Context: an optimization exercise on an open-source flow, tuned for small area. The choices shown serve that exercise and are no tape-out recipe.
The RTL was checked by simulation tests, not by an equivalence proof against the original design.
The clock input has no modelled driver; a real chip could not lean on it and would need a root buffer or a full tree.
Power figures rest on the tool's default switching activity, not on a simulated workload.

==> flow/design.v <==
module simple_stack(in, out, clk, direction, enable);
	input [15:0] in;
	output [15:0] out;
	input clk, enable, direction;
	reg [15:0] t;
	reg [15:0] mem[0:26];
	reg [4:0] q;
	reg [4:0] g;
	integer i;
	wire push = enable & ~direction;
	wire pop  = enable & direction & (g != 5'd0);
	reg [3:0] lo, lo_r, lo_w;
	reg [6:0] hi;
	reg [26:0] at_w;
	reg [15:0] rd;
	reg [26:0] sel;
	reg [15:0] grp[0:8];
	always @(*) begin
		for (i = 0; i < 4; i = i + 1) begin
			lo[i]   = (q[1:0] == i);
			lo_r[i] = lo[i] & pop;
			lo_w[i] = lo[i] & push;
		end
		for (i = 0; i < 7; i = i + 1)
			hi[i] = (q[4:2] == i);
		for (i = 0; i < 27; i = i + 1) begin
			sel[i] = hi[i / 4] & lo_r[i % 4];
			at_w[i] = hi[i / 4] & lo_w[i % 4];
		end
		for (i = 0; i < 9; i = i + 1)
			grp[i] = ({16{sel[3*i]}} & mem[3*i]) | ({16{sel[3*i+1]}} & mem[3*i+1])
			       | ({16{sel[3*i+2]}} & mem[3*i+2]);
		rd = (({16{push}} & in) | ({16{~(push | pop)}} & t) | grp[0] | grp[1]) | (grp[2] | grp[3] | grp[4])
		   | (grp[5] | grp[6] | grp[7] | grp[8]);
	end
	assign out = t;
	always @(posedge clk) begin
		for (i = 0; i < 27; i = i + 1)
			if (at_w[(i + 26) % 27])
				mem[i] <= t;
		t <= rd;
		if (push & (q >= 5'd26)) q <= 5'd0;
		else if (pop & (q == 5'd0)) q <= 5'd26;
		else q <= q + {{4{pop}}, push | pop};
		if (push & (g >= 5'd27)) g <= 5'd27;
		else g <= g + {{4{pop}}, push | pop};
	end
endmodule
==> flow/flow/run.sh <==
#!/bin/bash
# Own layout flow: the standard flow, with an area-oriented ABC script in
# synthesis, port buffers of the smallest size, drivers upsized instead of
# buffered after placement, and a leaner clock tree. Each step's output goes
# to a log file here; ORFS keeps its own logs in orfs/logs.
set -euo pipefail
here=$(pwd)
export AREA_ABC_SCRIPT=$here/flow/area.abc
CTS="-sink_clustering_enable -repair_clock_nets -dont_use_dummy_load"
CTS="$CTS -buf_list sky130_fd_sc_hd__clkbuf_16 -sink_clustering_size 34 -sink_clustering_max_diameter 80"
std() {
  bash standard.sh SYNTH_SCRIPT=$here/flow/my_synth.tcl "CTS_ARGS=$CTS" \
    "BUFFER_PORTS_ARGS=-buffer_cell sky130_fd_sc_hd__buf_1" "$@"
}
std synth > synth.log 2>&1
std place > place.log 2>&1
RESULTS=$here/orfs/results/sky130hd/simple_stack/base \
DONT_USE="$(make -s -C "$FLOW_HOME" DESIGN_CONFIG=$here/config.mk WORK_HOME=$here/orfs print-DONT_USE_CELLS | sed 's/^DONT_USE_CELLS: //')" \
  openroad -no_init -exit $here/flow/upsize_place.tcl > upsize.log 2>&1
std cts > cts.log 2>&1
RESULTS=$here/orfs/results/sky130hd/simple_stack/base \
  openroad -no_init -exit $here/flow/flatten_clock.tcl > flatten_clock.log 2>&1
std ${LF_TARGET:-finish} > layout.log 2>&1
==> flow/flow/area.abc <==
strash
scorr
strash
&get -n
&nf -R 1000 -C 32
&put
strash
&get -n
&nf -R 1000 -C 32
&put
==> flow/flow/flatten_clock.tcl <==
# After CTS: take out the tree's middle level, so that the root buffer drives
# the leaf buffers directly. Every flip-flop keeps a leaf buffer, and all of
# them lose the same level, so the clock still reaches them together.
set P $::env(FLOW_HOME)/platforms/sky130hd
set R $::env(RESULTS)
read_lef $P/lef/sky130_fd_sc_hd.tlef
read_lef $P/lef/sky130_fd_sc_hd_merged.lef
read_liberty $P/lib/sky130_fd_sc_hd__tt_025C_1v80.lib
read_db $R/4_cts.odb
read_sdc $R/4_cts.sdc
source $P/setRC.tcl
set_propagated_clock [all_clocks]
proc clkreport {tag} {
  estimate_parasitics -placement
  set ms 0
  foreach pin [get_pins -hierarchical */CLK] {
    set s [get_property $pin slew_max]
    if {$s > $ms} { set ms $s }
  }
  puts "$tag: largest flip-flop clock slew $ms, setup slack [worst_slack -max], hold slack [worst_slack -min]"
}
clkreport before
set block [ord::get_db_block]
set root [$block findInst clkbuf_0_clk]
set rnet [[$root findITerm X] getNet]
set mids {}
foreach it [$rnet getITerms] {
  set inst [$it getInst]
  if {$inst eq $root} continue
  if {![string match sky130_fd_sc_hd__clkbuf_* [[$inst getMaster] getName]]} { set mids {}; break }
  lappend mids $inst
}
foreach inst $mids {
  set onet [[$inst findITerm X] getNet]
  foreach jt [$onet getITerms] {
    if {[$jt getInst] ne $inst} { $jt disconnect; $jt connect $rnet }
  }
  puts "removed [$inst getName]"
  odb::dbInst_destroy $inst
  odb::dbNet_destroy $onet
}
clkreport after
write_db $R/4_cts.odb
==> flow/flow/my_synth.tcl <==
# The standard synthesis (synth_recipe.tcl), except that ABC maps the logic with
# the area-oriented script in area.abc instead of ORFS's speed script. Yosys
# maps the flip-flops before ABC runs, so the registers and their names are
# the standard synthesis's.
proc synth {args} { yosys synth -nofsm -noshare {*}$args }
proc abc {args} {
  set i [lsearch -exact $args -script]
  if {$i >= 0} { set args [lreplace $args $i [expr {$i + 1}]] }
  set i [lsearch -exact $args -D]
  if {$i >= 0} { set args [lreplace $args $i [expr {$i + 1}]] }
  yosys abc -script $::env(AREA_ABC_SCRIPT) {*}$args
}
source $::env(SCRIPTS_DIR)/synth.tcl
# left out here: clear keep_hierarchy, flatten, clean up, hide names made inside functions, write 1_2_yosys.v
==> flow/flow/upsize_place.tcl <==
# After placement: take out the resizer's slew/cap repair buffers and upsize the
# weak drivers instead, where a bigger version of the same cell fixes the
# violation; repair_design then buffers whatever is left. Legalizes the
# placement and writes 3_place.odb back.
set P $::env(FLOW_HOME)/platforms/sky130hd
set R $::env(RESULTS)
read_lef $P/lef/sky130_fd_sc_hd.tlef
read_lef $P/lef/sky130_fd_sc_hd_merged.lef
read_liberty $P/lib/sky130_fd_sc_hd__tt_025C_1v80.lib
read_db $R/3_place.odb
read_sdc $R/3_place.sdc
source $P/setRC.tcl
set_dont_use $::env(DONT_USE)
# aim 20% below the library's slew limit, as ORFS's repair does by default,
# so that routing does not push the slews over it
set_max_transition 1.2 [current_design]
proc master_area {m} { return [expr {[$m getWidth] * [$m getHeight]}] }
proc bigger_masters {m} {
  set name [$m getName]
  if {![regexp {^(.*)_(\d+)$} $name -> base drv]} { return {} }
  set out {}
  foreach lib [[ord::get_db] getLibs] {
    foreach mm [$lib getMasters] {
      set n [$mm getName]
      if {[regexp "^[string map {. \\.} $base]_(\\d+)\$" $n -> d] && $d > $drv} {
        if {[llength [get_lib_cells -quiet $n]]} { lappend out [list [master_area $mm] $n] }
      }
    }
  }
  return [lsort -real -index 0 $out]
}
proc slew_violators {} {
  set drivers {}
  with_output_to_variable r { report_check_types -max_slew -max_capacitance -violators }
  foreach line [split $r "\n"] {
    if {[regexp {^(\S+)/(\S+)\s+[\d.]+\s+[\d.]+\s+-[\d.]+ \(VIOLATED\)} $line -> inst pin]} {
      set p [get_pins -quiet $inst/$pin]
      if {$p eq ""} continue
      if {[get_property $p direction] eq "output"} { lappend drivers $inst } else {
        foreach d [get_pins -quiet -of_objects [get_nets -of_objects $p] -filter "direction == output"] {
          set fn [get_full_name $d]
          lappend drivers [string range $fn 0 [expr {[string last / $fn] - 1}]]
        }
      }
    }
  }
  return [lsort -unique $drivers]
}
set block [ord::get_db_block]
set bufs {}
foreach inst [$block getInsts] {
  if {[regexp {^(place|rebuffer|split|wire)\d+} [$inst getName]]} { lappend bufs [$inst getName] }
}
puts "UPSIZE removing [llength $bufs] resizer buffers"
foreach name $bufs {
  set inst [$block findInst $name]
  set in_net [[$inst findITerm A] getNet]
  set out_net [[$inst findITerm X] getNet]
  if {[llength [$out_net getBTerms]]} { continue }
  foreach it [$out_net getITerms] {
    if {[$it getInst] eq $inst} continue
    $it disconnect
    $it connect $in_net
  }
  odb::dbInst_destroy $inst
  odb::dbNet_destroy $out_net
}
estimate_parasitics -placement
for {set it 0} {$it < 8} {incr it} {
  set changed 0
  foreach name [slew_violators] {
    set inst [$block findInst $name]
    if {$inst eq "NULL"} continue
    set m [$inst getMaster]
    if {[$m isSequential]} continue
    set cands [bigger_masters $m]
    if {![llength $cands]} continue
    set new [lindex $cands 0 1]
    replace_cell [get_cells $name] [get_lib_cells $new]
    incr changed
  }
  puts "UPSIZE iteration $it: upsized $changed"
  if {!$changed} break
  estimate_parasitics -placement
}
# what is left is mostly flip-flop outputs with many loads: small buffers do
set_dont_use [concat $::env(DONT_USE) sky130_fd_sc_hd__buf_6 sky130_fd_sc_hd__buf_8 sky130_fd_sc_hd__buf_12 sky130_fd_sc_hd__buf_16 sky130_fd_sc_hd__bufbuf_*]
repair_design
detailed_placement
check_placement -verbose
estimate_parasitics -placement
report_check_types -max_slew -max_capacitance -violators
report_worst_slack -max
write_db $R/3_place.odb
==> flow/standard.sh <==
#!/bin/bash
# synth_recipe.tcl (not shown) runs the flow's synth.tcl, then flattens the netlist and writes it again
# the make line also repeats each setting of config.mk as NAME=value (left out here)
make -C /OpenROAD-flow-scripts/flow DESIGN_CONFIG=/design/flow/config.mk WORK_HOME=/design/flow/orfs CLKGATE_MAP_FILE= SYNTH_SCRIPT=/design/flow/synth_recipe.tcl "${@:-finish}"
==> flow/config.mk <==
export PLATFORM = sky130hd
export DESIGN_NAME = simple_stack
export DESIGN_NICKNAME = simple_stack
export VERILOG_FILES = /design/flow/design.v
export SDC_FILE = /design/flow/constraint.sdc
export NUM_CORES = 4
export LEC_CHECK = 0
export CAP_MARGIN = 10
export CORE_MARGIN = 2
export CORE_UTILIZATION = 55
export SLEW_MARGIN = 10
==> flow/constraint.sdc <==
create_clock -name core_clock -period 5.0 [get_ports {clk}]
set_input_delay 1.0000 -clock core_clock [delete_from_list [all_inputs] [get_ports {clk}]]
set_output_delay 1.0000 -clock core_clock [all_outputs]
set_load 0.01 [all_outputs]
==> run notes <==
status=complete, no violations; placed cell areas=17200 um2; Critical Path AT=4100 ps; net count reported at finish=889; Hold Path Depth=2; Synth top area share=80.5%; placed insts=1296; Vias/cell=7.10; Data required, critical path=5390 ps; CP max FO=17; Seq pwr share=70.1%; Synth area leaders=edfxtp_1 81%, a222oi_1 8.9%, dfxtp_1 3.2%; R2R Setup Slk=1290 ps; IO Pins=35; worst r2r src=g[2]$_SDFF_PP0_; Static Leak=5.12 nW; RSZ-0062 raised after global routing=false; Total GRT Usage=26.8%; initial drt markers=1970; Synth-to-Final Area Change=7.14%; final clock skew=26.6 ps; type of the worst setup path=register to register; synthesized area=16100 um2; vias in the first global route=8422; Layout fillers=2050; post-route clock period utilization=74.1%; largest net degree at the start of global routing=35; num rows=62; final setup vio count=0; TritonCTS sink count=458; HP Start=mem[4][3]$_DFFE_PP_; crit-path cells=or3_1 > o311a_1 > nor2_2 > clkinv_1 > ha_1 > fa_1 > nand3_1 > nand2_1 > xnor2_1 > nand2b_1; Core Region=28800 um2; post-synthesis sequential area ratio=83.8%; FF-to-FF path depth=10; total grt overflow=0; final hold slack=506 ps; Post-Syn Nets=837; clock power share=19.0%; Yosys cell types=27; first-pass GRT wire length=57.7 mm; Hold WC Path Type=register to register; worst reg2reg path endpoint=g[4]$_SDFF_PP1_; final instance area=17300 um2; sw frac=28.6%; Post-Syn Instances=808; Routed Antenna Nets=0; die height=175 um; Worst-Skew Late Latency=500 ps; max-slew violations=0; CP max stage delay=850 ps; CTS Hold Buffers Added=0; average cell area after synthesis=19.9 um2; ant diodes=0; Initial Util=56.0%; Slowest-stage cell, CP=nor2_2; internal power=5.80 mW; fin util=60.0%; Sw Pwr=2.33 mW; Avg WL per Cell=31.9 um; Critical Path Sink Type=register; post_cts resized=0; Max-Slew Margin vs Limit=19.4%; CTS clock-pin slew for the worst setup and hold paths=110 ps; DP HPWL=25.1 mm; Die W=175 um; Vias=8813; Port Buf Inserts=34; setup_tns=0 ps; largest area contributor in the netlist=edfxtp_1; share of layout cells above drive strength 1=9.44%; Hold Violations, Final=0; Post-route DRC=0; RD Place Congestion=0.893; hold path endpoint=t[3]$_DFF_P_; Ys Warns=3; Max IR drop VDD=0.000307 V; Pre-antenna DRT Iters=10; f_max=0.270 GHz; die area=30700 um2; MaxCap Viol Count=0; CP startpoint kind=register; Synth Register Bits=458; Least-Margin Pin Slew=1210 ps; power share of the combinational group=10.9%; pwr dens=471 nW/um2; DRT Wirelength=39.6 mm; initial antenna violation count=1; # Post-CTS Setup Buffers=0; Cell Count, Final, Fillers Out=1242; Period minus WS final=3710 ps
==> sequential cells by signal (all words and copies together) (netlist names) <==
| register | count |
|---|---|
| mem | 432 |
| t | 16 |
| g | 5 |
| q | 5 |
==> kinds of logic after synthesis <==
logic type / synth area share, %
xor+xnor: 0.381
compound gates: 10.2
buf+inv: 0.0233
fa+ha+maj: 0.870
simple gates: 4.79
flops: 83.8
==> worst max path at each step <==
stage	from	end	cells after the start
after global placement	direction	t[12]$_DFF_P_	9
final	g[2]$_SDFF_PP0_	g[4]$_SDFF_PP1_	10
after detailed placement	direction	t[10]$_DFF_P_	9
after floorplan	enable	q[4]$_SDFF_PP0_	9
after CTS	g[2]$_SDFF_PP0_	q[4]$_SDFF_PP0_	10
after global routing	g[2]$_SDFF_PP0_	q[4]$_SDFF_PP0_	10
==> area by class of cell <==
cell class	instances	area, um2	share of cell area, %
Timing Repair Buffer	35	143	0.827
Multi-Input combinational cell	349	2750	15.9
Clock buffer	15	375	2.18
Inverter	1	3.75	0.0218
Tap cell	384	480	2.78
Sequential cell	458	13500	78.3
==> synth_stat cells <==
master / instances
a222oi_1: 144
edfxtp_1: 432
nand2_1: 12
nor3b_1: 1
o21a_1: 3
fa_1: 2
ha_1: 8
a22oi_1: 16
or3_1: 3
a41oi_1: 1
a21oi_1: 5
xor2_1: 2
nand3_1: 22
nor2b_1: 5
or2_0: 2
and4b_1: 1
and3b_1: 1
o2111ai_1: 1
dfxtp_1: 26
nor2_1: 76
nand4_1: 32
nand2b_1: 1
o311a_1: 1
nand3b_1: 3
xnor2_1: 5
clkinv_1: 1
and3_1: 2
==> routing by layer <==
layer / up-vias / GRT usage [%] / part of all wire (%) / routed length (um)
met5: - / 0 / 0.030 / 12
met2: 496 / 40.0 / 47 / 18400
met1: 4568 / 39.9 / 42 / 16500
met3: 38 / 5.68 / 9.5 / 3760
li1: 3709 / - / - / -
met4: 2 / 8.68 / 2.4 / 933
==> cell usage in the layout, fill, tap and decap left out, drive strengths merged <==
master,Yosys,layout
edfxtp,432,432
a222oi,144,144
nor2,76,76
buf,0,35
nand4,32,32
dfxtp,26,26
nand3,22,22
a22oi,16,16
clkbuf,0,15
nand2,12,12
ha,8,8
a21oi,5,5
xnor2,5,5
nor2b,5,5
or3,3,3
nand3b,3,3
o21a,3,3
xor2,2,2
and3,2,2
or2,2,2
fa,2,2
o311a,1,1
clkinv,1,1
o2111ai,1,1
and4b,1,1
and3b,1,1
a41oi,1,1
nor3b,1,1
nand2b,1,1
==> power groups by stage <==
stage / Clock (mW) / Combinational (mW) / Sequential [mW]
2_1_floorplan: 0 / 0.492 / 5.41
3_3_place_gp: 0 / 1.36 / 5.27
3_5_place_dp: 0 / 1.44 / 5.30
4_1_cts: 1.66 / 0.877 / 5.69
5_1_grt: 1.69 / 0.963 / 5.77
6_report: 1.54 / 0.885 / 5.69
==> stage by stage <==
| stage | worst slack, ps | total power, mW |
|---|---|---|
| 3_3_place_gp | 1550 | 6.64 |
| 4_1_cts | 1310 | 8.23 |
| 3_5_place_dp | 1470 | 6.74 |
| 5_1_grt | 1040 | 8.43 |
| 6_report | 1290 | 8.12 |
| 2_1_floorplan | 1660 | 5.90 |
==> critical path: cells and delay by family (launching register included) <==
family / cells / cell delay, ps
and+or+nand+nor: 5 / 1480
adders and majority gates: 2 / 760
AOI/OAI and AO/OA: 1 / 550
DFF: 1 / 350
buffers and inverters: 1 / 280
xor gates and xnor gates: 1 / 180

afterwards: timing with drivers on the ports:
The flow's constraints put no driver on any port. The routed layout listed below was extracted and timed again, unchanged, in two steps. Step 1 (the two cells are an assumption about what drives the block):
set clk [get_ports {clk}]
set_driving_cell -lib_cell sky130_fd_sc_hd__clkbuf_16 $clk
set_driving_cell -lib_cell sky130_fd_sc_hd__buf_2 [delete_from_list [all_inputs] $clk]
Step 2 moves the port delays by t, midway between the first and last clock arrival at a register: inputs arrive t later, outputs are due t later. That takes back most of the time a late clock gives input paths. Three values: ideal, step 1, step 2; two values: the first two.
t, ns: 0.536
setup WS [ns]: 1.294 / 1.294 / 0.978
clock arrival spread, ns: 0.030 / 0.031
worst data-port slew with drivers (ns): 0.04
cell pins on the clock port's net: 1
After both steps setup and hold are still met in this run. The setup slack of this run moves by 0.000 ns with the drivers and by -0.316 ns with both steps.
